Background: an optimization exercise with open tools, aiming at small area and a short achievable clock period. Do not read the settings as production practice.
The RTL was checked by simulation tests, not by an equivalence proof against the original design.
No activity file was given, so power comes from the tool's default toggle rates.

==> flow/design.v <==
module c_inv   (input a, output y);                   assign y = ~a;                    endmodule
module c_nand2 (input a, input b, output y);          assign y = ~(a & b);              endmodule
module c_nand3 (input a, input b, input c, output y); assign y = ~(a & b & c);          endmodule
module c_nand4 (input a, input b, input c, input d, output y); assign y = ~(a & b & c & d); endmodule
module c_and2  (input a, input b, output y);          assign y = a & b;                 endmodule
module c_and3  (input a, input b, input c, output y); assign y = a & b & c;            endmodule
module c_and4  (input a, input b, input c, input d, output y); assign y = a & b & c & d;  endmodule
module c_or2   (input a, input b, output y);          assign y = a | b;                 endmodule
module c_or4   (input a, input b, input c, input d, output y); assign y = a | b | c | d;  endmodule
module c_nor2  (input a, input b, output y);          assign y = ~(a | b);              endmodule
module c_or3   (input a, input b, input c, output y); assign y = a | b | c;            endmodule
module c_nor3  (input a, input b, input c, output y); assign y = ~(a | b | c);          endmodule
module c_xor2  (input a, input b, output y);          assign y = a ^ b;                 endmodule
module c_xnor2 (input a, input b, output y);          assign y = ~(a ^ b);              endmodule
module c_nor4  (input a, input b, input c, input d, output y); assign y = ~(a | b | c | d); endmodule
module c_a221oi (input a1, input a2, input b1, input b2, input c, output y); assign y = ~((a1 & a2) | (b1 & b2) | c); endmodule
module c_a21oi (input a, input b, input c, output y); assign y = ~((a & b) | c);        endmodule
module c_o21ai (input a, input b, input c, output y); assign y = ~((a | b) & c);        endmodule
module c_mux2i (input a, input b, input s, output y); assign y = ~(s ? b : a);          endmodule
module c_mxi   (input a, input b, input s, input sn, output y); assign y = ~((a | s) & (b | sn)); endmodule
module agu (
  input  [31:0] rn,
  input  [11:0] m,
  output [31:0] y
);
  wire a_n1, a_n2, a_n3, a_n4, a_n5, a_n6, a_n7, a_n8, a_n9, a_n10, a_n11, a_n12, a_n13, a_n14, a_n15, a_n16, a_n17, a_n18, a_n19, a_n20, a_n21, a_n22, a_n23, a_n24, a_n25, a_n26, a_n27, a_n28, a_n29, a_n30, a_n31, a_n32, a_n33, a_n34, a_n35, a_n36, a_n37, a_n38, a_n39, a_n40, a_n41, a_n42, a_n43, a_n44, a_n45, a_n46, a_n47, a_n48, a_n49, a_n50, a_n51, a_n52, a_n53, a_n54, a_n55, a_n56, a_n57, a_n58, a_n59, a_n60, a_n61, a_n62, a_n63, a_n64, a_n65, a_n66, a_n67, a_n68, a_n69, a_n70, a_n71, a_n72, a_n73, a_n74, a_n75, a_n76, a_n77, a_n78, a_n79, a_n80, a_n81, a_n82, a_n83, a_n84, a_n85, a_n86, a_n87, a_n88, a_n89, a_n90, a_n91, a_n92, a_n93, a_n94, a_n95, a_n96, a_n97, a_n98, a_n99, a_n100, a_n101, a_n102, a_n103, a_n104, a_n105, a_n106, a_n107, a_n108, a_n109, a_n110, a_n111, a_n112, a_n113, a_n114, a_n115, a_n116, a_n117, a_n118, a_n119, a_n120, a_n121, a_n122, a_n123, a_n124, a_n125, a_n126, a_n127, a_n128, a_n129, a_n130, a_n131, a_n132, a_n133, a_n134, a_n135, a_n136, a_n137, a_n138, a_n139, a_n140, a_n141, a_n142, a_n143, a_n144, a_n145, a_n146, a_n147, a_n148, a_n149, a_n150, a_n151, a_n152, a_n153, a_n154, a_n155, a_n156, a_n157, a_n158, a_n159, a_n160, a_n161, a_n162, a_n163, a_n164, a_n165, a_n166, a_n167, a_n168, a_n169, a_n170, a_n171, a_n172, a_n173, a_n174, a_n175, a_n176, a_n177, a_n178, a_n179, a_n180, a_n181, a_n182, a_n183, a_n184, a_n185, a_n186, a_n187, a_n188, a_n189, a_n190, a_n191, a_n192, a_n193, a_n194, a_n195, a_n196, a_n197, a_n198, a_n199, a_n200, a_n201, a_n202, a_n203, a_n204, a_n205, a_n206, a_n207, a_n208, a_n209, a_n210, a_n211, a_n212, a_n213, a_n214, a_n215, a_n216, a_n217, a_n218, a_n219, a_n220, a_n221, a_n222;
  c_inv u_a_n1 (m[0], a_n1);
  c_inv u_a_n2 (m[1], a_n2);
  c_inv u_a_n3 (m[2], a_n3);
  c_inv u_a_n4 (m[3], a_n4);
  c_inv u_a_n5 (m[4], a_n5);
  c_inv u_a_n6 (m[5], a_n6);
  c_inv u_a_n7 (m[6], a_n7);
  c_inv u_a_n8 (m[7], a_n8);
  c_inv u_a_n9 (m[8], a_n9);
  c_inv u_a_n10 (m[9], a_n10);
  c_inv u_a_n11 (m[10], a_n11);
  c_inv u_a_n12 (m[11], a_n12);
  c_nor2 u_a_n13 (rn[0], a_n1, a_n13);
  c_nor2 u_a_n14 (rn[1], a_n2, a_n14);
  c_nor2 u_a_n15 (rn[2], a_n3, a_n15);
  c_nor2 u_a_n16 (rn[3], a_n4, a_n16);
  c_nor2 u_a_n17 (rn[4], a_n5, a_n17);
  c_nor2 u_a_n18 (rn[5], a_n6, a_n18);
  c_nor2 u_a_n19 (rn[6], a_n7, a_n19);
  c_nor2 u_a_n20 (rn[7], a_n8, a_n20);
  c_nor2 u_a_n21 (rn[8], a_n9, a_n21);
  c_nor2 u_a_n22 (rn[9], a_n10, a_n22);
  c_nor2 u_a_n23 (rn[10], a_n11, a_n23);
  c_nor2 u_a_n24 (rn[11], a_n12, a_n24);
  c_nand2 u_a_n25 (rn[0], a_n1, a_n25);
  c_nand2 u_a_n26 (rn[1], a_n2, a_n26);
  c_nand2 u_a_n27 (rn[2], a_n3, a_n27);
  c_nand2 u_a_n28 (rn[3], a_n4, a_n28);
  c_nand2 u_a_n29 (rn[4], a_n5, a_n29);
  c_nand2 u_a_n30 (rn[5], a_n6, a_n30);
  c_nand2 u_a_n31 (rn[6], a_n7, a_n31);
  c_nand2 u_a_n32 (rn[7], a_n8, a_n32);
  c_nand2 u_a_n33 (rn[8], a_n9, a_n33);
  c_nand2 u_a_n34 (rn[9], a_n10, a_n34);
  c_nand2 u_a_n35 (rn[10], a_n11, a_n35);
  c_nand2 u_a_n36 (rn[11], a_n12, a_n36);
  c_a21oi u_a_n37 (a_n26, a_n13, a_n14, a_n37);
  c_nand2 u_a_n38 (a_n26, a_n25, a_n38);
  c_a21oi u_a_n39 (a_n28, a_n15, a_n16, a_n39);
  c_nand2 u_a_n40 (a_n28, a_n27, a_n40);
  c_a21oi u_a_n41 (a_n30, a_n17, a_n18, a_n41);
  c_nand2 u_a_n42 (a_n30, a_n29, a_n42);
  c_a21oi u_a_n43 (a_n32, a_n19, a_n20, a_n43);
  c_nand2 u_a_n44 (a_n32, a_n31, a_n44);
  c_a21oi u_a_n45 (a_n34, a_n21, a_n22, a_n45);
  c_nand2 u_a_n46 (a_n34, a_n33, a_n46);
  c_a21oi u_a_n47 (a_n36, a_n23, a_n24, a_n47);
  c_nand2 u_a_n48 (a_n36, a_n35, a_n48);
  c_o21ai u_a_n49 (a_n40, a_n37, a_n39, a_n49);
  c_nor2 u_a_n50 (a_n40, a_n38, a_n50);
  c_o21ai u_a_n51 (a_n44, a_n41, a_n43, a_n51);
  c_nor2 u_a_n52 (a_n44, a_n42, a_n52);
  c_o21ai u_a_n53 (a_n48, a_n45, a_n47, a_n53);
  c_nor2 u_a_n54 (a_n48, a_n46, a_n54);
  c_nor4 u_a_n55 (a_n48, a_n46, a_n44, a_n42, a_n55);
  c_a221oi u_a_n56 (a_n54, a_n51, a_n55, a_n49, a_n53, a_n56);
  c_a221oi u_a_n57 (a_n54, a_n51, a_n55, a_n49, a_n53, a_n57);
  c_a221oi u_a_n58 (a_n54, a_n51, a_n55, a_n49, a_n53, a_n58);
  c_a221oi u_a_n59 (a_n54, a_n51, a_n55, a_n49, a_n53, a_n59);
  c_inv u_a_n60 (a_n37, a_n60);
  c_a21oi u_a_n61 (a_n27, a_n60, a_n15, a_n61);
  c_a21oi u_a_n62 (a_n29, a_n49, a_n17, a_n62);
  c_inv u_a_n63 (a_n49, a_n63);
  c_o21ai u_a_n64 (a_n42, a_n63, a_n41, a_n64);
  c_a21oi u_a_n65 (a_n31, a_n64, a_n19, a_n65);
  c_a21oi u_a_n66 (a_n52, a_n49, a_n51, a_n66);
  c_inv u_a_n67 (a_n66, a_n67);
  c_a21oi u_a_n68 (a_n33, a_n67, a_n21, a_n68);
  c_o21ai u_a_n69 (a_n46, a_n66, a_n45, a_n69);
  c_a21oi u_a_n70 (a_n35, a_n69, a_n23, a_n70);
  c_xnor2 u_a_n71 (rn[0], m[0], a_n71);
  c_xnor2 u_a_n72 (rn[1], m[1], a_n72);
  c_xnor2 u_a_n73 (rn[2], m[2], a_n73);
  c_xnor2 u_a_n74 (rn[3], m[3], a_n74);
  c_xnor2 u_a_n75 (rn[4], m[4], a_n75);
  c_xnor2 u_a_n76 (rn[5], m[5], a_n76);
  c_xnor2 u_a_n77 (rn[6], m[6], a_n77);
  c_xnor2 u_a_n78 (rn[7], m[7], a_n78);
  c_xnor2 u_a_n79 (rn[8], m[8], a_n79);
  c_xnor2 u_a_n80 (rn[9], m[9], a_n80);
  c_xnor2 u_a_n81 (rn[10], m[10], a_n81);
  c_xnor2 u_a_n82 (rn[11], m[11], a_n82);
  c_xnor2 u_y_0 (rn[0], m[0], y[0]);
  c_xor2 u_y_1 (a_n72, a_n13, y[1]);
  c_xnor2 u_y_2 (a_n73, a_n37, y[2]);
  c_xnor2 u_y_3 (a_n74, a_n61, y[3]);
  c_xor2 u_y_4 (a_n75, a_n49, y[4]);
  c_xnor2 u_y_5 (a_n76, a_n62, y[5]);
  c_xor2 u_y_6 (a_n77, a_n64, y[6]);
  c_xnor2 u_y_7 (a_n78, a_n65, y[7]);
  c_xnor2 u_y_8 (a_n79, a_n66, y[8]);
  c_xnor2 u_y_9 (a_n80, a_n68, y[9]);
  c_xor2 u_y_10 (a_n81, a_n69, y[10]);
  c_xnor2 u_y_11 (a_n82, a_n70, y[11]);
  c_nor2 u_a_n83 (rn[12], m[11], a_n83);
  c_nor2 u_a_n84 (rn[14], rn[13], a_n84);
  c_nor2 u_a_n85 (rn[16], rn[15], a_n85);
  c_nor2 u_a_n86 (rn[18], rn[17], a_n86);
  c_nor2 u_a_n87 (rn[20], rn[19], a_n87);
  c_nor2 u_a_n88 (rn[22], rn[21], a_n88);
  c_nor2 u_a_n89 (rn[24], rn[23], a_n89);
  c_nor2 u_a_n90 (rn[26], rn[25], a_n90);
  c_nor2 u_a_n91 (rn[28], rn[27], a_n91);
  c_nor2 u_a_n92 (rn[30], rn[29], a_n92);
  c_inv u_a_n93 (rn[13], a_n93);
  c_nand2 u_a_n94 (a_n93, a_n83, a_n94);
  c_nand2 u_a_n95 (a_n84, a_n83, a_n95);
  c_inv u_a_n96 (rn[17], a_n96);
  c_nand2 u_a_n97 (a_n96, a_n85, a_n97);
  c_nand2 u_a_n98 (a_n86, a_n85, a_n98);
  c_inv u_a_n99 (rn[21], a_n99);
  c_nand2 u_a_n100 (a_n99, a_n87, a_n100);
  c_nand2 u_a_n101 (a_n88, a_n87, a_n101);
  c_inv u_a_n102 (rn[25], a_n102);
  c_nand2 u_a_n103 (a_n102, a_n89, a_n103);
  c_nand2 u_a_n104 (a_n90, a_n89, a_n104);
  c_inv u_a_n105 (rn[29], a_n105);
  c_nand2 u_a_n106 (a_n105, a_n91, a_n106);
  c_nand2 u_a_n107 (a_n92, a_n91, a_n107);
  c_nor2 u_a_n108 (rn[15], a_n95, a_n108);
  c_inv u_a_n109 (a_n95, a_n109);
  c_nand2 u_a_n110 (a_n85, a_n109, a_n110);
  c_nor2 u_a_n111 (a_n97, a_n95, a_n111);
  c_nor2 u_a_n112 (a_n98, a_n95, a_n112);
  c_nor2 u_a_n113 (rn[23], a_n101, a_n113);
  c_inv u_a_n114 (a_n101, a_n114);
  c_nand2 u_a_n115 (a_n89, a_n114, a_n115);
  c_nor2 u_a_n116 (a_n103, a_n101, a_n116);
  c_nor2 u_a_n117 (a_n104, a_n101, a_n117);
  c_inv u_a_n118 (rn[19], a_n118);
  c_nand2 u_a_n119 (a_n118, a_n112, a_n119);
  c_nand2 u_a_n120 (a_n87, a_n112, a_n120);
  c_inv u_a_n121 (a_n100, a_n121);
  c_nand2 u_a_n122 (a_n121, a_n112, a_n122);
  c_nand2 u_a_n123 (a_n114, a_n112, a_n123);
  c_nand2 u_a_n124 (a_n113, a_n112, a_n124);
  c_inv u_a_n125 (a_n115, a_n125);
  c_nand2 u_a_n126 (a_n125, a_n112, a_n126);
  c_nand2 u_a_n127 (a_n116, a_n112, a_n127);
  c_nand2 u_a_n128 (a_n117, a_n112, a_n128);
  c_nor2 u_a_n129 (rn[27], a_n128, a_n129);
  c_inv u_a_n130 (a_n128, a_n130);
  c_nand2 u_a_n131 (a_n91, a_n130, a_n131);
  c_nor2 u_a_n132 (a_n106, a_n128, a_n132);
  c_nor2 u_a_n133 (a_n107, a_n128, a_n133);
  c_nand2 u_a_n134 (rn[12], m[11], a_n134);
  c_nand2 u_a_n135 (rn[14], rn[13], a_n135);
  c_nand2 u_a_n136 (rn[16], rn[15], a_n136);
  c_nand2 u_a_n137 (rn[18], rn[17], a_n137);
  c_nand2 u_a_n138 (rn[20], rn[19], a_n138);
  c_nand2 u_a_n139 (rn[22], rn[21], a_n139);
  c_nand2 u_a_n140 (rn[24], rn[23], a_n140);
  c_nand2 u_a_n141 (rn[26], rn[25], a_n141);
  c_nand2 u_a_n142 (rn[28], rn[27], a_n142);
  c_nand2 u_a_n143 (rn[30], rn[29], a_n143);
  c_inv u_a_n144 (a_n134, a_n144);
  c_nand2 u_a_n145 (rn[13], a_n144, a_n145);
  c_nor2 u_a_n146 (a_n135, a_n134, a_n146);
  c_inv u_a_n147 (a_n136, a_n147);
  c_nand2 u_a_n148 (rn[17], a_n147, a_n148);
  c_nor2 u_a_n149 (a_n137, a_n136, a_n149);
  c_inv u_a_n150 (a_n138, a_n150);
  c_nand2 u_a_n151 (rn[21], a_n150, a_n151);
  c_nor2 u_a_n152 (a_n139, a_n138, a_n152);
  c_inv u_a_n153 (a_n140, a_n153);
  c_nand2 u_a_n154 (rn[25], a_n153, a_n154);
  c_nor2 u_a_n155 (a_n141, a_n140, a_n155);
  c_inv u_a_n156 (a_n142, a_n156);
  c_nand2 u_a_n157 (rn[29], a_n156, a_n157);
  c_nor2 u_a_n158 (a_n143, a_n142, a_n158);
  c_nand2 u_a_n159 (rn[15], a_n146, a_n159);
  c_nand2 u_a_n160 (a_n147, a_n146, a_n160);
  c_inv u_a_n161 (a_n148, a_n161);
  c_nand2 u_a_n162 (a_n161, a_n146, a_n162);
  c_nand2 u_a_n163 (a_n149, a_n146, a_n163);
  c_nand2 u_a_n164 (rn[23], a_n152, a_n164);
  c_nand2 u_a_n165 (a_n153, a_n152, a_n165);
  c_inv u_a_n166 (a_n154, a_n166);
  c_nand2 u_a_n167 (a_n166, a_n152, a_n167);
  c_nand2 u_a_n168 (a_n155, a_n152, a_n168);
  c_inv u_a_n169 (a_n163, a_n169);
  c_nand2 u_a_n170 (rn[19], a_n169, a_n170);
  c_nor2 u_a_n171 (a_n138, a_n163, a_n171);
  c_nor2 u_a_n172 (a_n151, a_n163, a_n172);
  c_nand2 u_a_n173 (a_n152, a_n169, a_n173);
  c_nor2 u_a_n174 (a_n164, a_n163, a_n174);
  c_nor2 u_a_n175 (a_n165, a_n163, a_n175);
  c_nor2 u_a_n176 (a_n167, a_n163, a_n176);
  c_nor2 u_a_n177 (a_n168, a_n163, a_n177);
  c_nand2 u_a_n178 (rn[27], a_n177, a_n178);
  c_nand2 u_a_n179 (a_n156, a_n177, a_n179);
  c_inv u_a_n180 (a_n157, a_n180);
  c_nand2 u_a_n181 (a_n180, a_n177, a_n181);
  c_nand2 u_a_n182 (a_n158, a_n177, a_n182);
  c_xnor2 u_a_n183 (rn[12], m[11], a_n183);
  c_xor2 u_a_n184 (rn[12], m[11], a_n184);
  c_mux2i u_y_12 (a_n183, a_n184, a_n56, y[12]);
  c_xor2 u_a_n185 (rn[13], a_n83, a_n185);
  c_xnor2 u_a_n186 (rn[13], a_n134, a_n186);
  c_mux2i u_y_13 (a_n185, a_n186, a_n57, y[13]);
  c_xnor2 u_a_n187 (rn[14], a_n94, a_n187);
  c_xnor2 u_a_n188 (rn[14], a_n145, a_n188);
  c_mux2i u_y_14 (a_n187, a_n188, a_n58, y[14]);
  c_xnor2 u_a_n189 (rn[15], a_n95, a_n189);
  c_xor2 u_a_n190 (rn[15], a_n146, a_n190);
  c_mux2i u_y_15 (a_n189, a_n190, a_n59, y[15]);
  c_xor2 u_a_n191 (rn[16], a_n108, a_n191);
  c_xnor2 u_a_n192 (rn[16], a_n159, a_n192);
  c_mux2i u_y_16 (a_n191, a_n192, a_n56, y[16]);
  c_xnor2 u_a_n193 (rn[17], a_n110, a_n193);
  c_xnor2 u_a_n194 (rn[17], a_n160, a_n194);
  c_mux2i u_y_17 (a_n193, a_n194, a_n57, y[17]);
  c_xor2 u_a_n195 (rn[18], a_n111, a_n195);
  c_xnor2 u_a_n196 (rn[18], a_n162, a_n196);
  c_mux2i u_y_18 (a_n195, a_n196, a_n58, y[18]);
  c_xor2 u_a_n197 (rn[19], a_n112, a_n197);
  c_xnor2 u_a_n198 (rn[19], a_n163, a_n198);
  c_mux2i u_y_19 (a_n197, a_n198, a_n59, y[19]);
  c_xnor2 u_a_n199 (rn[20], a_n119, a_n199);
  c_xnor2 u_a_n200 (rn[20], a_n170, a_n200);
  c_mux2i u_y_20 (a_n199, a_n200, a_n56, y[20]);
  c_xnor2 u_a_n201 (rn[21], a_n120, a_n201);
  c_xor2 u_a_n202 (rn[21], a_n171, a_n202);
  c_mux2i u_y_21 (a_n201, a_n202, a_n57, y[21]);
  c_xnor2 u_a_n203 (rn[22], a_n122, a_n203);
  c_xor2 u_a_n204 (rn[22], a_n172, a_n204);
  c_mux2i u_y_22 (a_n203, a_n204, a_n58, y[22]);
  c_xnor2 u_a_n205 (rn[23], a_n123, a_n205);
  c_xnor2 u_a_n206 (rn[23], a_n173, a_n206);
  c_mux2i u_y_23 (a_n205, a_n206, a_n59, y[23]);
  c_xnor2 u_a_n207 (rn[24], a_n124, a_n207);
  c_xor2 u_a_n208 (rn[24], a_n174, a_n208);
  c_mux2i u_y_24 (a_n207, a_n208, a_n56, y[24]);
  c_xnor2 u_a_n209 (rn[25], a_n126, a_n209);
  c_xor2 u_a_n210 (rn[25], a_n175, a_n210);
  c_mux2i u_y_25 (a_n209, a_n210, a_n57, y[25]);
  c_xnor2 u_a_n211 (rn[26], a_n127, a_n211);
  c_xor2 u_a_n212 (rn[26], a_n176, a_n212);
  c_mux2i u_y_26 (a_n211, a_n212, a_n58, y[26]);
  c_xnor2 u_a_n213 (rn[27], a_n128, a_n213);
  c_xor2 u_a_n214 (rn[27], a_n177, a_n214);
  c_mux2i u_y_27 (a_n213, a_n214, a_n59, y[27]);
  c_xor2 u_a_n215 (rn[28], a_n129, a_n215);
  c_xnor2 u_a_n216 (rn[28], a_n178, a_n216);
  c_mux2i u_y_28 (a_n215, a_n216, a_n56, y[28]);
  c_xnor2 u_a_n217 (rn[29], a_n131, a_n217);
  c_xnor2 u_a_n218 (rn[29], a_n179, a_n218);
  c_mux2i u_y_29 (a_n217, a_n218, a_n57, y[29]);
  c_xor2 u_a_n219 (rn[30], a_n132, a_n219);
  c_xnor2 u_a_n220 (rn[30], a_n181, a_n220);
  c_mux2i u_y_30 (a_n219, a_n220, a_n58, y[30]);
  c_xor2 u_a_n221 (rn[31], a_n133, a_n221);
  c_xnor2 u_a_n222 (rn[31], a_n182, a_n222);
  c_mux2i u_y_31 (a_n221, a_n222, a_n59, y[31]);
endmodule
module pc_add (
  input  [30:0] a, b,
  output [30:0] s
);
  wire r_n1, r_n2, r_n3, r_n4, r_n5, r_n6, r_n7, r_n8, r_n9, r_n10, r_n11, r_n12, r_n13, r_n14, r_n15, r_n16, r_n17, r_n18, r_n19, r_n20, r_n21, r_n22, r_n23, r_n24, r_n25, r_n26, r_n27, r_n28, r_n29, r_n30, r_n31, r_n32, r_n33, r_n34, r_n35, r_n36, r_n37, r_n38, r_n39, r_n40, r_n41, r_n42, r_n43, r_n44, r_n45, r_n46, r_n47, r_n48, r_n49, r_n50, r_n51, r_n52, r_n53, r_n54, r_n55, r_n56, r_n57, r_n58, r_n59, r_n60, r_n61, r_n62, r_n63, r_n64, r_n65, r_n66, r_n67, r_n68, r_n69, r_n70, r_n71, r_n72, r_n73, r_n74, r_n75, r_n76, r_n77, r_n78, r_n79, r_n80, r_n81, r_n82, r_n83, r_n84, r_n85, r_n86, r_n87, r_n88, r_n89, r_n90;
  c_xor2 u_s_0 (a[0], b[0], s[0]);
  c_nand2 u_r_n1 (a[0], b[0], r_n1);
  c_xnor2 u_r_n2 (a[1], b[1], r_n2);
  c_nand2 u_r_n3 (a[1], b[1], r_n3);
  c_xor2 u_s_1 (r_n2, r_n1, s[1]);
  c_o21ai u_r_n4 (r_n2, r_n1, r_n3, r_n4);
  c_xor2 u_r_n5 (a[2], b[2], r_n5);
  c_and2 u_r_n6 (a[2], b[2], r_n6);
  c_xor2 u_s_2 (r_n5, r_n4, s[2]);
  c_a21oi u_r_n7 (r_n5, r_n4, r_n6, r_n7);
  c_xnor2 u_r_n8 (a[3], b[3], r_n8);
  c_nand2 u_r_n9 (a[3], b[3], r_n9);
  c_xor2 u_s_3 (r_n8, r_n7, s[3]);
  c_o21ai u_r_n10 (r_n8, r_n7, r_n9, r_n10);
  c_xor2 u_r_n11 (a[4], b[4], r_n11);
  c_and2 u_r_n12 (a[4], b[4], r_n12);
  c_xor2 u_s_4 (r_n11, r_n10, s[4]);
  c_a21oi u_r_n13 (r_n11, r_n10, r_n12, r_n13);
  c_xnor2 u_r_n14 (a[5], b[5], r_n14);
  c_nand2 u_r_n15 (a[5], b[5], r_n15);
  c_xor2 u_s_5 (r_n14, r_n13, s[5]);
  c_o21ai u_r_n16 (r_n14, r_n13, r_n15, r_n16);
  c_xor2 u_r_n17 (a[6], b[6], r_n17);
  c_and2 u_r_n18 (a[6], b[6], r_n18);
  c_xor2 u_s_6 (r_n17, r_n16, s[6]);
  c_a21oi u_r_n19 (r_n17, r_n16, r_n18, r_n19);
  c_xnor2 u_r_n20 (a[7], b[7], r_n20);
  c_nand2 u_r_n21 (a[7], b[7], r_n21);
  c_xor2 u_s_7 (r_n20, r_n19, s[7]);
  c_o21ai u_r_n22 (r_n20, r_n19, r_n21, r_n22);
  c_xor2 u_r_n23 (a[8], b[8], r_n23);
  c_and2 u_r_n24 (a[8], b[8], r_n24);
  c_xor2 u_s_8 (r_n23, r_n22, s[8]);
  c_a21oi u_r_n25 (r_n23, r_n22, r_n24, r_n25);
  c_xnor2 u_r_n26 (a[9], b[9], r_n26);
  c_nand2 u_r_n27 (a[9], b[9], r_n27);
  c_xor2 u_s_9 (r_n26, r_n25, s[9]);
  c_o21ai u_r_n28 (r_n26, r_n25, r_n27, r_n28);
  c_xor2 u_r_n29 (a[10], b[10], r_n29);
  c_and2 u_r_n30 (a[10], b[10], r_n30);
  c_xor2 u_s_10 (r_n29, r_n28, s[10]);
  c_a21oi u_r_n31 (r_n29, r_n28, r_n30, r_n31);
  c_xnor2 u_r_n32 (a[11], b[11], r_n32);
  c_nand2 u_r_n33 (a[11], b[11], r_n33);
  c_xor2 u_s_11 (r_n32, r_n31, s[11]);
  c_o21ai u_r_n34 (r_n32, r_n31, r_n33, r_n34);
  c_xor2 u_r_n35 (a[12], b[12], r_n35);
  c_and2 u_r_n36 (a[12], b[12], r_n36);
  c_xor2 u_s_12 (r_n35, r_n34, s[12]);
  c_a21oi u_r_n37 (r_n35, r_n34, r_n36, r_n37);
  c_xnor2 u_r_n38 (a[13], b[13], r_n38);
  c_nand2 u_r_n39 (a[13], b[13], r_n39);
  c_xor2 u_s_13 (r_n38, r_n37, s[13]);
  c_o21ai u_r_n40 (r_n38, r_n37, r_n39, r_n40);
  c_xor2 u_r_n41 (a[14], b[14], r_n41);
  c_and2 u_r_n42 (a[14], b[14], r_n42);
  c_xor2 u_s_14 (r_n41, r_n40, s[14]);
  c_a21oi u_r_n43 (r_n41, r_n40, r_n42, r_n43);
  c_xnor2 u_r_n44 (a[15], b[15], r_n44);
  c_nand2 u_r_n45 (a[15], b[15], r_n45);
  c_xor2 u_s_15 (r_n44, r_n43, s[15]);
  c_o21ai u_r_n46 (r_n44, r_n43, r_n45, r_n46);
  c_xor2 u_r_n47 (a[16], b[16], r_n47);
  c_and2 u_r_n48 (a[16], b[16], r_n48);
  c_xor2 u_s_16 (r_n47, r_n46, s[16]);
  c_a21oi u_r_n49 (r_n47, r_n46, r_n48, r_n49);
  c_xnor2 u_r_n50 (a[17], b[17], r_n50);
  c_nand2 u_r_n51 (a[17], b[17], r_n51);
  c_xor2 u_s_17 (r_n50, r_n49, s[17]);
  c_o21ai u_r_n52 (r_n50, r_n49, r_n51, r_n52);
  c_xor2 u_r_n53 (a[18], b[18], r_n53);
  c_and2 u_r_n54 (a[18], b[18], r_n54);
  c_xor2 u_s_18 (r_n53, r_n52, s[18]);
  c_a21oi u_r_n55 (r_n53, r_n52, r_n54, r_n55);
  c_xnor2 u_r_n56 (a[19], b[19], r_n56);
  c_nand2 u_r_n57 (a[19], b[19], r_n57);
  c_xor2 u_s_19 (r_n56, r_n55, s[19]);
  c_o21ai u_r_n58 (r_n56, r_n55, r_n57, r_n58);
  c_xor2 u_r_n59 (a[20], b[20], r_n59);
  c_and2 u_r_n60 (a[20], b[20], r_n60);
  c_xor2 u_s_20 (r_n59, r_n58, s[20]);
  c_a21oi u_r_n61 (r_n59, r_n58, r_n60, r_n61);
  c_xnor2 u_r_n62 (a[21], b[21], r_n62);
  c_nand2 u_r_n63 (a[21], b[21], r_n63);
  c_xor2 u_s_21 (r_n62, r_n61, s[21]);
  c_o21ai u_r_n64 (r_n62, r_n61, r_n63, r_n64);
  c_xor2 u_r_n65 (a[22], b[22], r_n65);
  c_and2 u_r_n66 (a[22], b[22], r_n66);
  c_xor2 u_s_22 (r_n65, r_n64, s[22]);
  c_a21oi u_r_n67 (r_n65, r_n64, r_n66, r_n67);
  c_xnor2 u_r_n68 (a[23], b[23], r_n68);
  c_nand2 u_r_n69 (a[23], b[23], r_n69);
  c_xor2 u_s_23 (r_n68, r_n67, s[23]);
  c_o21ai u_r_n70 (r_n68, r_n67, r_n69, r_n70);
  c_xor2 u_r_n71 (a[24], b[24], r_n71);
  c_and2 u_r_n72 (a[24], b[24], r_n72);
  c_xor2 u_s_24 (r_n71, r_n70, s[24]);
  c_a21oi u_r_n73 (r_n71, r_n70, r_n72, r_n73);
  c_xnor2 u_r_n74 (a[25], b[25], r_n74);
  c_nand2 u_r_n75 (a[25], b[25], r_n75);
  c_xor2 u_s_25 (r_n74, r_n73, s[25]);
  c_o21ai u_r_n76 (r_n74, r_n73, r_n75, r_n76);
  c_xor2 u_r_n77 (a[26], b[26], r_n77);
  c_and2 u_r_n78 (a[26], b[26], r_n78);
  c_xor2 u_s_26 (r_n77, r_n76, s[26]);
  c_a21oi u_r_n79 (r_n77, r_n76, r_n78, r_n79);
  c_xnor2 u_r_n80 (a[27], b[27], r_n80);
  c_nand2 u_r_n81 (a[27], b[27], r_n81);
  c_xor2 u_s_27 (r_n80, r_n79, s[27]);
  c_o21ai u_r_n82 (r_n80, r_n79, r_n81, r_n82);
  c_xor2 u_r_n83 (a[28], b[28], r_n83);
  c_and2 u_r_n84 (a[28], b[28], r_n84);
  c_xor2 u_s_28 (r_n83, r_n82, s[28]);
  c_a21oi u_r_n85 (r_n83, r_n82, r_n84, r_n85);
  c_xnor2 u_r_n86 (a[29], b[29], r_n86);
  c_nand2 u_r_n87 (a[29], b[29], r_n87);
  c_xor2 u_s_29 (r_n86, r_n85, s[29]);
  c_o21ai u_r_n88 (r_n86, r_n85, r_n87, r_n88);
  c_xor2 u_r_n89 (a[30], b[30], r_n89);
  c_and2 u_r_n90 (a[30], b[30], r_n90);
  c_xor2 u_s_30 (r_n89, r_n88, s[30]);
endmodule
module add_bk #(parameter N = 32, parameter L = 5) (
  input  [N-1:0] a, b,
  input          cin,
  output [N-1:0] s,
  output         cout,
  output [N-1:0] p, g
);
  assign p = a ^ b;
  assign g = a & b;
  wire [N-1:0] G [0:2*L-1];
  wire [N-1:0] P [0:2*L-1];
  assign G[0] = {g[N-1:1], g[0] | (p[0] & cin)};
  assign P[0] = p;
  genvar st, i;
  generate
    for (st = 1; st < 2*L; st = st + 1) begin : g_st
      for (i = 0; i < N; i = i + 1) begin : g_i
        localparam integer l  = (st <= L) ? st - 1 : 2*L - 1 - st;
        localparam integer d  = 1 << l;
        localparam integer ok = (st <= L) ? (((i + 1) % (2*d)) == 0)
                                          : ((i >= 3*d - 1) && (((i + 1 - d) % (2*d)) == 0));
        if (ok && i - d >= 0) begin : g_c
          assign G[st][i] = G[st-1][i] | (P[st-1][i] & G[st-1][i-d]);
          assign P[st][i] = P[st-1][i] & P[st-1][i-d];
        end else begin : g_p
          assign G[st][i] = G[st-1][i];
          assign P[st][i] = P[st-1][i];
        end
      end
    end
  endgenerate
  assign s    = p ^ {G[2*L-1][N-2:0], cin};
  assign cout = G[2*L-1][N-1];
endmodule
module shr32 (
  input  [31:0] a,
  input  [4:0]  sh,
  input         left,
  input         fill,
  output [31:0] y
);
  wire [31:0] x0, x1, x2, x3, x4;
  wire [4:0] shn = ~sh;
  wire leftn = ~left;
  wire filln = ~fill;
  genvar i;
  generate
    for (i = 0; i < 32; i = i + 1) begin : g_i
      c_mxi m0 (.a(a[i]), .b(a[31-i]), .s(left), .sn(leftn), .y(x0[i]));
      if (i + 1 < 32) begin : s0
        c_mxi m (.a(x0[i]), .b(x0[i+1]), .s(sh[0]), .sn(shn[0]), .y(x1[i]));
      end else begin : f0
        c_mxi m (.a(x0[i]), .b(filln), .s(sh[0]), .sn(shn[0]), .y(x1[i]));
      end
      if (i + 2 < 32) begin : s1
        c_mxi m (.a(x1[i]), .b(x1[i+2]), .s(sh[1]), .sn(shn[1]), .y(x2[i]));
      end else begin : f1
        c_mxi m (.a(x1[i]), .b(fill), .s(sh[1]), .sn(shn[1]), .y(x2[i]));
      end
      if (i + 4 < 32) begin : s2
        c_mxi m (.a(x2[i]), .b(x2[i+4]), .s(sh[2]), .sn(shn[2]), .y(x3[i]));
      end else begin : f2
        c_mxi m (.a(x2[i]), .b(filln), .s(sh[2]), .sn(shn[2]), .y(x3[i]));
      end
      if (i + 8 < 32) begin : s3
        c_mxi m (.a(x3[i]), .b(x3[i+8]), .s(sh[3]), .sn(shn[3]), .y(x4[i]));
      end else begin : f3
        c_mxi m (.a(x3[i]), .b(fill), .s(sh[3]), .sn(shn[3]), .y(x4[i]));
      end
      if (i + 16 < 32) begin : s4
        c_mxi m (.a(x4[i]), .b(x4[i+16]), .s(sh[4]), .sn(shn[4]), .y(y[i]));
      end else begin : f4
        c_mxi m (.a(x4[i]), .b(filln), .s(sh[4]), .sn(shn[4]), .y(y[i]));
      end
    end
  endgenerate
endmodule
module rf_hold (input q, input d, input w, input wn, output y);
  assign y = (q & wn) | (d & w);
endmodule
module rf_aoi3 (input a, input sa, input b, input sb, input c, input sc, output y);
  assign y = ~((a & sa) | (b & sb) | (c & sc));
endmodule
module regfile (
  input             clk,
  input             we,
  input      [4:0]  rs1, rs2, rd,
  input      [31:0] rd_data,
  input             use_imm,
  input      [31:0] imm,
  output     [31:0] rs1v, rs1n_agu, rs2v, rs2v_mem
);
  wire [31:0] q [0:31];
  wire [31:0] s1, s2;
  assign q[0] = 32'b0;
  genvar r, k, j;
  generate
    wire [4:0] rs1n, rs2n;
    wire [3:0] lo1n, lo2n;
    wire [7:0] hi1n, hi2n;
    wire       use_imm_n;
    c_inv ui (.a(use_imm), .y(use_imm_n));
    for (j = 0; j < 5; j = j + 1) begin : g_inv
      c_inv i1 (.a(rs1[j]), .y(rs1n[j]));
      c_inv i2 (.a(rs2[j]), .y(rs2n[j]));
    end
    for (j = 0; j < 4; j = j + 1) begin : g_lo
      c_nand2 l1 (.a(j[0] ? rs1[0] : rs1n[0]), .b(j[1] ? rs1[1] : rs1n[1]), .y(lo1n[j]));
      c_nand3 l2 (.a(j[0] ? rs2[0] : rs2n[0]), .b(j[1] ? rs2[1] : rs2n[1]), .c(use_imm_n), .y(lo2n[j]));
    end
    for (j = 0; j < 8; j = j + 1) begin : g_hi
      c_nand3 h1 (.a(j[0] ? rs1[2] : rs1n[2]), .b(j[1] ? rs1[3] : rs1n[3]), .c(j[2] ? rs1[4] : rs1n[4]), .y(hi1n[j]));
      c_nand3 h2 (.a(j[0] ? rs2[2] : rs2n[2]), .b(j[1] ? rs2[3] : rs2n[3]), .c(j[2] ? rs2[4] : rs2n[4]), .y(hi2n[j]));
    end
    assign s1[0] = 1'b0;
    assign s2[0] = 1'b0;
    for (r = 1; r < 32; r = r + 1) begin : g_dec
      c_nor2 d1 (.a(hi1n[r/4]), .b(lo1n[r%4]), .y(s1[r]));
      c_nor2 d2 (.a(hi2n[r/4]), .b(lo2n[r%4]), .y(s2[r]));
    end
    for (r = 1; r < 32; r = r + 1) begin : g_r
      reg  [31:0] x;
      wire [31:0] d;
      wire        w  = we & (rd == r);
      wire        wn = ~w;
      for (k = 0; k < 32; k = k + 1) begin : g_b
        rf_hold h (.q(x[k]), .d(rd_data[k]), .w(w), .wn(wn), .y(d[k]));
      end
      always @(posedge clk) x <= d;
      assign q[r] = x;
    end
    for (k = 0; k < 32; k = k + 1) begin : g_col
      wire [10:0] a1, a2;
      wire [2:0]  o1, o2;
      wire        a2i;
      for (j = 0; j < 10; j = j + 1) begin : g_t
        rf_aoi3 t1 (.a(q[3*j+1][k]), .sa(s1[3*j+1]), .b(q[3*j+2][k]), .sb(s1[3*j+2]),
                    .c(q[3*j+3][k]), .sc(s1[3*j+3]), .y(a1[j]));
        rf_aoi3 t2 (.a(q[3*j+1][k]), .sa(s2[3*j+1]), .b(q[3*j+2][k]), .sb(s2[3*j+2]),
                    .c(q[3*j+3][k]), .sc(s2[3*j+3]), .y(a2[j]));
      end
      c_nand2 n1 (.a(q[31][k]), .b(s1[31]), .y(a1[10]));
      c_nand2 n2 (.a(q[31][k]), .b(s2[31]), .y(a2[10]));
      c_nand2 n3 (.a(imm[k]), .b(use_imm), .y(a2i));
      c_nand4 p10 (.a(a1[0]), .b(a1[1]), .c(a1[2]), .d(a1[3]), .y(o1[0]));
      c_nand4 p11 (.a(a1[4]), .b(a1[5]), .c(a1[6]), .d(a1[7]), .y(o1[1]));
      c_nand3 p12 (.a(a1[8]), .b(a1[9]), .c(a1[10]), .y(o1[2]));
      c_nand4 p20 (.a(a2[0]), .b(a2[1]), .c(a2[2]), .d(a2[3]), .y(o2[0]));
      c_nand4 p21 (.a(a2[4]), .b(a2[5]), .c(a2[6]), .d(a2[7]), .y(o2[1]));
      c_nand4 p22 (.a(a2[8]), .b(a2[9]), .c(a2[10]), .d(a2i), .y(o2[2]));
      c_nor3 f1a (.a(o1[0]), .b(o1[1]), .c(o1[2]), .y(rs1n_agu[k]));
      c_or3  f1b (.a(o1[0]), .b(o1[1]), .c(o1[2]), .y(rs1v[k]));
      c_or3  f2a (.a(o2[0]), .b(o2[1]), .c(o2[2]), .y(rs2v[k]));
      c_or3  f2b (.a(o2[0]), .b(o2[1]), .c(o2[2]), .y(rs2v_mem[k]));
    end
  endgenerate
endmodule
module rv32i_cpu (
  input             clk,
  input             rst,
  output     [31:0] pc,
  input      [31:0] inst,
  output            MemWen,
  output     [31:0] MemAddr,
  output     [31:0] MemWdata,
  input      [31:0] MemRdata
);
  wire b6 = inst[6], b5 = inst[5], b4 = inst[4], b3 = inst[3], b2 = inst[2];
  wire [2:0] f3 = inst[14:12];
  wire is_store  = ~b6 &  b5 & ~b4;
  wire is_load   = ~b6 & ~b5 & ~b4;
  wire is_branch =  b6 & ~b2;
  wire is_jalr   =  b6 & ~b3 & b2;
  wire is_jal    =  b6 &  b3;
  wire is_lui    = ~b6 &  b5 & b4 &  b2;
  wire is_auipc  = ~b6 & ~b5 & b4 &  b2;
  wire is_alu    = ~b6 & b4 & ~b2;           
  wire regwrite  = ~(is_store | is_branch);
  wire [31:0] immI = {{20{inst[31]}}, inst[31:20]};
  wire [31:0] immB = {{20{inst[31]}}, inst[7], inst[30:25], inst[11:8], 1'b0};
  wire [31:0] immJ = {{12{inst[31]}}, inst[19:12], inst[20], inst[30:21], 1'b0};
  wire [31:0] immU = {inst[31:12], 12'b0};
  wire [31:0] rs1v, rs1n_agu, op2, rs2_mem;
  reg  [31:0] rd_data;
  regfile rf (
    .clk(clk), .we(regwrite), .rs1(inst[19:15]), .rs2(inst[24:20]), .rd(inst[11:7]),
    .rd_data(rd_data), .use_imm(~b5), .imm(immI),
    .rs1v(rs1v), .rs1n_agu(rs1n_agu), .rs2v(op2), .rs2v_mem(rs2_mem)
  );
  wire [31:0] agu_y;
  agu agu_i (.rn(rs1n_agu), .m({inst[31:25], is_store ? inst[11:7] : inst[24:20]}), .y(agu_y));
  assign MemAddr  = agu_y;
  assign MemWdata = rs2_mem;   
  assign MemWen   = is_store;
  wire sub = is_branch | (f3[2:1] == 2'b01) | (b5 & inst[30] & (f3 == 3'b000));
  wire [31:0] sum, p, g;
  wire cout;
  add_bk #(32, 5) alu_add (.a(rs1v), .b(op2 ^ {32{sub}}), .cin(sub), .s(sum), .cout(cout), .p(p), .g(g));
  wire ltu = ~cout;
  wire lt  = (rs1v[31] ^ op2[31]) ? rs1v[31] : ltu;
  wire eq  = &p;
  wire cond = f3[2] ? (f3[1] ? ltu : lt) : eq;
  wire taken = cond ^ f3[0];
  wire [31:0] shr;
  shr32 sh_i (.a(rs1v), .sh(op2[4:0]), .left(~f3[2]), .fill(inst[30] & rs1v[31]), .y(shr));
  wire [31:0] shl;
  genvar gi;
  generate for (gi = 0; gi < 32; gi = gi + 1) begin : g_shl
    assign shl[gi] = shr[31-gi];
  end endgenerate
  wire [31:0] logic_r = (p & {32{~(f3[1] & f3[0])}}) | (g & {32{f3[1]}});
  wire [31:0] pimm = b6 ? (b3 ? immJ : immB) : immU;
  wire [31:0] tgt;
  pc_add pc_add_i (.a(pc[31:1]), .b(pimm[31:1]), .s(tgt[31:1]));
  assign tgt[0] = 1'b0;
  wire [31:0] pc4;
  wire [30:0] ic;
  assign ic[0] = 1'b1;
  genvar ii;
  generate for (ii = 2; ii < 32; ii = ii + 1) begin : g_inc
    assign pc4[ii]  = pc[ii] ^ ic[ii-2];
    assign ic[ii-1] = pc[ii] & ic[ii-2];
  end endgenerate
  assign pc4[1:0] = pc[1:0];
  wire s_sum   = is_alu & (f3 == 3'b000);
  wire s_sll   = is_alu & (f3 == 3'b001);
  wire s_slt   = is_alu & (f3 == 3'b010);
  wire s_sltu  = is_alu & (f3 == 3'b011);
  wire s_logic = is_alu & f3[2] & (f3[1] | ~f3[0]);
  wire s_shr   = is_alu & (f3 == 3'b101);
  always @* begin
    rd_data = ({32{s_sum}}    & sum)
            | ({32{s_sll}}    & shl)
            | ({32{s_slt}}    & {31'b0, lt})
            | ({32{s_sltu}}   & {31'b0, ltu})
            | ({32{s_logic}}  & logic_r)
            | ({32{s_shr}}    & shr)
            | ({32{is_load}}  & MemRdata)
            | ({32{b6}}       & pc4)
            | ({32{is_lui}}   & immU)
            | ({32{is_auipc}} & tgt);
  end
  reg [31:1] pcr;
  assign pc = {pcr, 1'b0};
  always @(posedge clk or posedge rst) begin
    if (rst)                               pcr <= 31'b0;
    else if (is_jalr)                      pcr <= agu_y[31:1];
    else if (is_jal | (is_branch & taken)) pcr <= tgt[31:1];
    else                                   pcr <= pc4[31:1];
  end
endmodule
==> flow/flow/run.sh <==
#!/bin/bash
# Own layout flow: the standard flow (standard.sh) with these changes:
#  - the standard synthesis runs first, on its own and unchanged;
#  - ports are buffered with buf_2 instead of the default delay cell;
#  - clock tree synthesis uses clusters of up to 14 sinks and 60 um, clkbuf_4/8, no dummy loads;
#  - the timing repair steps aim for a setup slack margin, which sizes up the critical path.
# Each step's full output goes to its own log file in this folder; ORFS's logs are under orfs/logs.
set -euo pipefail
cd "$(dirname "$0")/.."
MARGIN=${MARGIN:-9}
bash standard.sh synth > flow_synth.log 2>&1
bash standard.sh \
  "BUFFER_PORTS_ARGS=-buffer_cell sky130_fd_sc_hd__buf_2" \
  "CTS_ARGS=-sink_clustering_enable -repair_clock_nets -dont_use_dummy_load -sink_clustering_size 14 -sink_clustering_max_diameter 60 -buf_list {sky130_fd_sc_hd__clkbuf_4 sky130_fd_sc_hd__clkbuf_8}" \
  "SETUP_SLACK_MARGIN=$MARGIN" \
  "TNS_END_PERCENT=5" \
  finish > flow_finish.log 2>&1
==> flow/standard.sh <==
#!/bin/bash
# synth_recipe.tcl (not shown) runs the flow's synth.tcl, then flattens the netlist and writes it again
# the make line also repeats each setting of config.mk as NAME=value (left out here)
make -C /OpenROAD-flow-scripts/flow DESIGN_CONFIG=/design/flow/config.mk WORK_HOME=/design/flow/orfs CLKGATE_MAP_FILE= SYNTH_SCRIPT=/design/flow/synth_recipe.tcl "${@:-finish}"
==> flow/config.mk <==
export PLATFORM = sky130hd
export DESIGN_NAME = rv32i_cpu
export DESIGN_NICKNAME = rv32i_cpu
export VERILOG_FILES = /design/flow/design.v
export SDC_FILE = /design/flow/constraint.sdc
export NUM_CORES = 8
export LEC_CHECK = 0
export CAP_MARGIN = 20
export CORE_MARGIN = 2
export CORE_UTILIZATION = 50
export PLACE_DENSITY = 0.65
export SLEW_MARGIN = 20
export SYNTH_HIERARCHICAL = 1
==> flow/constraint.sdc <==
create_clock -name core_clock -period 19.5 [get_ports {clk}]
set_input_delay 3.9000 -clock core_clock [delete_from_list [all_inputs] [get_ports {clk}]]
set_output_delay 3.9000 -clock core_clock [all_outputs]
set_load 0.01 [all_outputs]
==> summary.md, run 1 <==
| Metric | Value |
|---|---|
| Pre-antenna DRT Iters | 15 |
| Final Instance Count excl. Fillers | 6382 |
| Hold Path Class | reg -> reg |
| Leakage power | 21.7 nW |
| Clock Power Share | 15.7% |
| Max layer used | met5 |
| Multi-input gate area | between 20000 and 30000 um2 |
| Critical Path AT | 7.57 ns |
| F_max | 87.2 MHz |
| H-Tree Depth | 3 |
| Initial antenna violation count | 15 |
| Core Rows | 113 |
| Clock Skew | 0.154 ns |
| Initial Util | 50.4% |
| Reg area | 20600 um2 |
| Setup tns final | 0 ns |
| Leading area contributor after synthesis | dfxtp_1 |
| Largest cells by area after synthesis | dfxtp_1, a22o_1, a222oi_1 |
| Met3 WL post-DR | 41600 um |
| Worst Reg2Reg Path Length in Cells | 33 |
| Clock transition at the registers of the reported paths | 0.07 ns |
| Power Internal | 4.47 mW |
| Switch share | 40.4% |
| VDD IR-drop max | 0.0000674 V |
| Clk root buf | clkbuf_8 |
| Core Region | roughly 95000 um2 |
| Placed cells | 6086 |
| Initial drt markers | 13700 |
| Switching pwr | ~3.0 mW |
| Syn Inst Count | 4580 |
| Critical Path Fanout Max | 34 |
| Vias | 52300 |
| Final slew viol count | 0 |
| Global route total overflow | 0 |
| WL per Instance | 40.0 um |
| Maxcap violations | 0 |
| Post-synth EDFFs | 0 |
| Fin crit share | 58.8% |
| Antenna viol nets, final | 0 |
| Cell count of the worst hold path | 1 |
| Crit Path Class | in -> out |
| Post-Syn Area per Cell | 10.5 um2 |
| CTS max path bufs | 3 |
| Final WL | 256000 um |
| Area growth, synth to finish | 17.7% |
| Final hold violations | 0 |
| GRT Util Overall | 48.6% |
| Finished Cell Area | 56400 um2 |
| DP HPWL | 150000 um |
| Data required time of the worst path | between 15 and 20 ns |
| Hold Path Sink | rf.g_r[31].x[4] |
| Final net count | 5255 |
| Hold Slack | 0.513 ns |
| Setup crit start kind | input pin |
| DP Worst Slack | about 6.6 ns |
| Yosys reg bits | slightly above 1000 |
| Worst slew pin tran | 1.32 ns |
| Distinct cells, synth | 79 |
| RSZ-0062 raised after global routing | true |
| Reg-to-reg critical path endpoint | rf.g_r[15].x[30] |
| Boundary pin count | about 160 |
| R2r startpoint | pcr[2] |
| Placed cell areas | 51900 um2 |
| Ys flop type | dfxtp_1 |
| Hold_sp | rf.g_r[31].x[4] |
| Relative slew slack | 11.5% |
| Remaining DRCs | 0 |
| Ys Warns | 9 |
| Die width | 314 um |
| GPL Wtd Cong | 1.02 |
| Largest net degree at the start of global routing | 65 |
| Comb power frac | 39.5% |
| Flop pwr share | about 45% |
| Tmin final | ~11 ns |
| Total power | 7.51 mW |
| Top-count cell post-synth | a22o_1 |
| CTS tree | yes |
| List of most frequent post-synthesis cells | a22o_1, dfxtp_1, a222oi_1 |
| Reg-to-reg setup timing slack | 11.91 ns |
| Layout cell share with drive strength beyond 1 | between 15 and 20% |
| Die area | 98300 um2 |
| Total CTS buffers | just under 100 |
| Worst skew pair latency | ~0.85 ns |
| Sequential fraction of the synthesis area | a little over two fifths |
| CTS Hold Bufs | 0 |
| Power per cell area | about 130 nW/um2 |
| Vias per cell | 8.20 |
| Async SR Flop Fraction | 3.03% |
| First-pass GRT wire length | 348000 um |
| Outcome | timing/DRC/antenna clean |
| Final core occ | about 59% |
| Syn nets | around 4700 |
| Die extent in y | 314 um |
| Metal2 WL | 102000 um |
| Number of fill cells in the layout | 8202 |
| Fin worst setup slack | 8.03 ns |
| CTS sink count | 1023 |
| CP endpoint kind | output port |
| Synthesized area | 47900 um2 |
| Number of global-route vias before repair | 47300 |
| Yosys top cell area share | 41.4% |
| Port Buffers | 159 |
| Setup violators final | 0 |
| Routed met1 length | 87700 um |
==> cell type report <==
type | instances | share of cell area (%)
inverter | 95 | 0.652
clock buffer | 97 | 2.37
antenna | 7 | 0.0311
multi-input combinational | 3387 | 49.9
timing repair buffer | 508 | 7.67
tap | 1265 | 2.81
sequential | 1023 | 36.6
==> flip-flops by register name, summed over array words and instances (netlist names) <==
register,flops
pcr,31
rf.g_r.x,992
==> per-layer routing <==
metal,global-route usage (%),up-vias
li1,-,21100
met3,20.0,1056
met1,58.7,25200
met5,0,-
met4,36.6,6
met2,68.7,4970
==> cell families after synthesis <==
logic type | share of synthesized area, %
compound gates | 39.4
buf+inv | 1.41
mux | 0.522
other cells | 0.00783
xor+xnor | 3.14
flops | 43.1
simple gates | 10.2
fa+ha+maj | 2.28
==> placed cells by master (no fill, tap or decap), types with 13 or more instances in the layout <==
cell type	count
o211ai_1	29
xnor2_1	91
o22ai_1	193
nand4_1	171
nor2_2	27
nor2_4	74
a221oi_1	21
nand3_1	50
buf_2	147
nand2_2	14
a21oi_1	43
fa_1	17
nor3_4	30
dfrtp_1	31
a21oi_2	22
o21ai_0	54
o31ai_1	16
mux2i_4	13
a221o_1	13
or3_1	99
buf_6	43
clkbuf_8	97
a22oi_1	18
a22o_1	993
nand3_2	23
inv_1	88
a222oi_1	671
nand2_1	300
and2_1	28
buf_12	26
dfxtp_1	992
nor2_1	48
xor2_1	75
ha_1	60
a21o_1	24
buf_4	264
==> what timing repair did <==
action | in CTS | in global routing
pin swaps | 124 | 66
resized for setup | 221 | 69
cloned | 8 | 4
endpoints found under the setup margin | 479 | 710
setup buffers | 140 | 38
==> worst max-delay path: stages <==
cell      delay (ns)
buf_2           0.15
inv_1           0.06
buf_4           0.50
inv_1           0.26
nand3_2         0.41
nor2_4          0.07
buf_4           0.30
a222oi_1        0.59
nand4_1         0.46
or3_1           0.61
buf_2           0.19
==> power by group through the flow <==
stage,combinational (mW),sequential (mW),clock [mW]
final,2.97,3.36,1.18
after global routing,3.05,3.43,1.24
after CTS,2.75,3.32,1.17
after detailed placement,2.55,3.36,0
after global placement,2.52,3.34,0
after floorplan,1.69,3.25,0
==> modules after synthesis, one instance, submodules excluded, a selection <==
module / cells / flip-flops and latches / area (um2) / times used
c_xnor2: 1 / 0 / 8.76 / 59
regfile: 1092 / 992 / 20400 / 1
rv32i_cpu: 608 / 31 / 4500 / 1
rf_hold: 1 / 0 / 8.76 / 992
c_mxi: 1 / 0 / 6.26 / 192
c_nor4: 1 / 0 / 12.5 / 1
c_nor3: 1 / 0 / 10.0 / 32
c_xor2: 1 / 0 / 8.76 / 65
c_o21ai: 1 / 0 / 5.00 / 20
shr32: 7 / 0 / 26.3 / 1
c_and2: 1 / 0 / 6.26 / 14
c_nor2: 1 / 0 / 3.75 / 106
==> worst max path at each step <==
| stage | startpoint | endpoint | cells after the start |
|---|---|---|---|
| after global placement | inst[16] | MemAddr[19] | 15 |
| after floorplan | inst[15] | MemAddr[11] | 13 |
| after global routing | inst[17] | MemAddr[30] | 20 |
| after CTS | inst[5] | MemWdata[4] | 11 |
| final | inst[5] | MemWdata[4] | 11 |
| after detailed placement | inst[16] | MemAddr[19] | 15 |
==> run 2, diff against run 1 <==
--- a/flow/config.mk
+++ b/flow/config.mk
@@ -7,7 +7,7 @@
 export LEC_CHECK = 0
 export CAP_MARGIN = 20
 export CORE_MARGIN = 2
-export CORE_UTILIZATION = 50
-export PLACE_DENSITY = 0.65
+export CORE_UTILIZATION = 40
+export PLACE_DENSITY = 0.6
 export SLEW_MARGIN = 20
 export SYNTH_HIERARCHICAL = 1
==> run 2 against run 1 <==
Net effect:
- still clean on timing, DRC and antenna
- critical path depth is 7 higher
- flip-flop and latch count unchanged
- combinational power is 4% lower
- power down 1.6%
- sequential power about the same
- non-clock buffer count down 31
- worst setup slack gained 0.082 ns
==> summary.md, run 2 <==
| Metric | Value |
|---|---|
| GRT Util Overall | 38.7% |
| Top-count cell post-synth | a22o_1 |
| WL per Instance | ~38 um |
| Distinct cells, synth | 79 |
| Most frequent cells in the layout | a22o_1, dfxtp_1, a222oi_1, nand2_1, buf_4 |
| Pre-antenna DRT Iters | 16 |
| Fin worst setup slack | between 8 and 9 ns |
| Die width | approximately 350 um |
| Core Rows | 126 |
| Global route total overflow | 0 |
| Flop pwr share | between 40% and 50% |
| CTS sink count | 1023 |
| Hold Slack | approximately 0.51 ns |
| Ys flop type | dfxtp_1 |
| Final hold violations | 0 |
| Area growth, synth to finish | 18.0% |
| First-pass GRT wire length | 346000 um |
| Async SR Flop Fraction | between 3 and 4% |
| Worst skew pair latency | 0.83 ns |
| Boundary pin count | 163 |
| Leakage power | 21.5 nW |
| DP Worst Slack | 6.20 ns |
| List of most frequent post-synthesis cells | a22o_1, dfxtp_1, a222oi_1 |
| Final Instance Count excl. Fillers | approximately 6700 |
| Outcome | timing/DRC/antenna clean |
| Switch share | 40.0% |
| Yosys reg bits | 1023 |
| Die area | 123000 um2 |
| Initial antenna violation count | 13 |
| Top flop regs | rf.g_r.x: 992 flops, pcr: 31 flops |
| Leading area contributor after synthesis | dfxtp_1 |
| Tmin final | 11.39 ns |
| Critical Path Fanout Max | 8 |
| F_max | about 88 MHz |
| Clock Skew | 0.116 ns |
| Largest register FFs | 992 |
| Post-synth EDFFs | 0 |
| Data required time of the worst path | 15.60 ns |
| Total CTS buffers | 95 |
| Fin crit share | 58.4% |
| Yosys top cell area share | 41.4% |
| Power per cell area | 131 nW/um2 |
| Ys Warns | 9 |
| Leading cell type in the layout, fill and taps excluded | a22o_1 |
| VDD IR-drop max | roughly 0.000061 V |
| CP endpoint kind | output port |
| Clock transition at the registers of the reported paths | about 0.050 ns |
| RSZ-0062 raised after global routing | true |
| Number of global-route vias before repair | 46900 |
| Final net count | 5222 |
| Syn Inst Count | 4580 |
| Setup tns final | 0 ns |
| Power Internal | 4.43 mW |
| Switching pwr | 2.96 mW |
| Layout cell share with drive strength beyond 1 | between 10% and 20% |
| Final WL | roughly 250000 um |
| Vias per cell | 7.64 |
| Vias | 51100 |
| Worst slew pin tran | 1.30 ns |
| DP HPWL | between 150000 and 200000 um |
| Initial drt markers | 12200 |
| Relative slew slack | 13.0% |
| Port Buffers | roughly 160 |
| Sequential fraction of the synthesis area | 43.1% |
| GPL Wtd Cong | approximately 1.1 |
| Antenna viol nets, final | 0 |
| Final slew viol count | 0 |
| Number of fill cells in the layout | about 11000 |
| Comb power frac | 38.5% |
| Setup violators final | 0 |
| Critical Path AT | 7.49 ns |
| Syn nets | 4723 |
| Die extent in y | 350 um |
| H-Tree Depth | 3 |
| Clock Power Share | roughly 16% |
| Maxcap violations | 0 |
| Largest net degree at the start of global routing | 65 |
| Core Region | 118000 um2 |
| Clk root buf | clkbuf_8 |
| Largest cells by area after synthesis | dfxtp_1, a22o_1, a222oi_1 |
| CTS Hold Bufs | 0 |
| CTS max path bufs | 3 |
| Placed cells | 6430 |
| Hold Path Class | reg -> reg |
| Remaining DRCs | 0 |
| Post-Syn Area per Cell | 10.5 um2 |
| Synthesized area | 47900 um2 |
| Initial Util | 40.5% |
| CTS tree | yes |
| Crit Path Class | in -> out |
| Final core occ | between 40% and 50% |
| Largest Register | rf.g_r.x |
| Setup crit start kind | input pin |
## run 2: cell types whose count changed in the layout (fill, tap and decap cells not counted), sizes merged
cell and change:
clkbuf -2, diode +4, buf -30, inv -3, clkinvlp +3, bufbuf -1
## run 2: worst max-delay path: stages
cell and delay [ns]:
buf_16 0.14, clkinvlp_4 0.20, nand2_8 0.18, buf_12 0.12, nor2_4 0.07, buf_12 0.18
a222oi_1 0.43, nand4_1 0.17, buf_6 0.18, nor3_4 0.31, nand2_2 0.14, a21oi_4 0.20
o21ai_4 0.14, a221oi_4 0.35, buf_12 0.18, buf_8 0.12, mux2i_4 0.28, buf_2 0.18
## run 2: kinds of logic after synthesis
| kind of cell | count (synthesis) | share of synthesized area [%] |
|---|---|---|
| buffers and inverters | 170 | 1.41 |
| XOR/XNOR | 172 | 3.14 |
| flip-flops | 1023 | 43.1 |
| other | 1 | 0.00783 |
| multiplexers | 25 | 0.522 |
| adder cells (fa/ha/maj) | 77 | 2.28 |
| AND/OR/NAND/NOR | 942 | 10.2 |
| AO/OA/AOI/OAI | 2170 | 39.4 |
## run 2: what timing repair did
action | in CTS | in global routing
pin swaps | 99 | 63
gates resized for setup | 183 | 63
gates cloned | 3 | 4
setup endpoints to repair | 357 | 494
buffers inserted | 113 | 26
## run 2: routing by layer
layer	GRT usage [%]	share of wire, %
met5	0	0.0028
met3	15.2	15
met4	26.8	7.8
met2	54.9	41
met1	47.9	37
## run 2: final cells by class
type / instances / area, um2 / area share, %
antenna: 11 / 27.5 / 0.0487
clock buffer: 95 / 1310 / 2.31
inverter: 95 / 379 / 0.671
multi-input combinational: 3387 / 28100 / 49.6
sequential: 1023 / 20600 / 36.5
tap: 1600 / 2000 / 3.54
timing repair buffer: 477 / 4120 / 7.28
## run 2: modules after synthesis, one instance, submodules excluded, a selection
module,area (um2),times used
regfile,20400,1
rv32i_cpu,4500,1
shr32,26.3,1
c_nor4,12.5,1
c_nor3,10.0,32
rf_aoi3,10.0,640
c_a21oi,8.76,26
c_mxi,6.26,192
c_and2,6.26,14
c_nand4,6.26,160
c_inv,3.75,46
c_nand2,3.75,182
## run 2: power groups by stage
stage          clock, mW  combinational (mW)  sequential (mW)
6_report            1.18                2.85             3.37
5_1_grt             1.25                2.96             3.44
4_1_cts             1.18                2.70             3.33
3_5_place_dp           0                2.54             3.37
3_3_place_gp           0                2.50             3.34
2_1_floorplan          0                1.69             3.25
## run 2: path summary, 6_finish.rpt
| check | from | endpoint | slack [ns] | cells after the start |
|---|---|---|---|---|
| max in group asynchronous | rst | pcr[21] | 15.86 | 3 |
| min reg2reg | rf.g_r[2].x[23] | rf.g_r[2].x[23] | 0.51 | 1 |
| max reg2reg | pcr[2] | rf.g_r[23].x[30] | 11.70 | 33 |
| min in group asynchronous | rst | pcr[29] | 3.21 | 3 |
| max | inst[15] | MemAddr[21] | 8.11 | 18 |
| min | rf.g_r[2].x[23] | rf.g_r[2].x[23] | 0.51 | 1 |
## run 2: stage by stage
stage / area, um2 / total power, mW
floorplan: 47900 / 4.94
global placement: 52300 / 5.84
detailed placement: 52500 / 5.90
CTS: 55700 / 7.21
global route: 56500 / 7.65
finish: 56500 / 7.39

[port drivers added, routing unchanged]
In the flow no input, the clock included, has a driving cell. The finished layouts below were timed again as built, in two steps. Step 1 (the two cells are an assumption about what drives the block):
set clk [get_ports {clk}]
set_driving_cell -lib_cell sky130_fd_sc_hd__clkbuf_16 $clk
set_driving_cell -lib_cell sky130_fd_sc_hd__buf_2 [delete_from_list [all_inputs] $clk]
Step 2 also shifts input and output timing later by t, the mid clock arrival at the registers, as if the neighbouring blocks saw the same clock. a / b / c = no drivers / after step 1 / after step 2; a / b = the first two.
run | t, ns | setup slack, ns | hold slack, ns | latest minus earliest clock arrival (ns) | worst register clock-pin slew, ns
run 1 | 0.844 | 8.028 / 7.957 / 7.463 | 0.513 / 0.513 / 0.513 | 0.153 / 0.153 | 0.10 / 0.10
run 2 | 0.852 | 8.111 / 8.018 / 7.736 | 0.515 / 0.515 / 0.515 | 0.117 / 0.116 | 0.10 / 0.10
After both steps setup and hold are still met in every run listed. For run 1, which loses most, drivers alone change the setup slack by -0.071 ns; drivers and shift together by -0.565 ns.
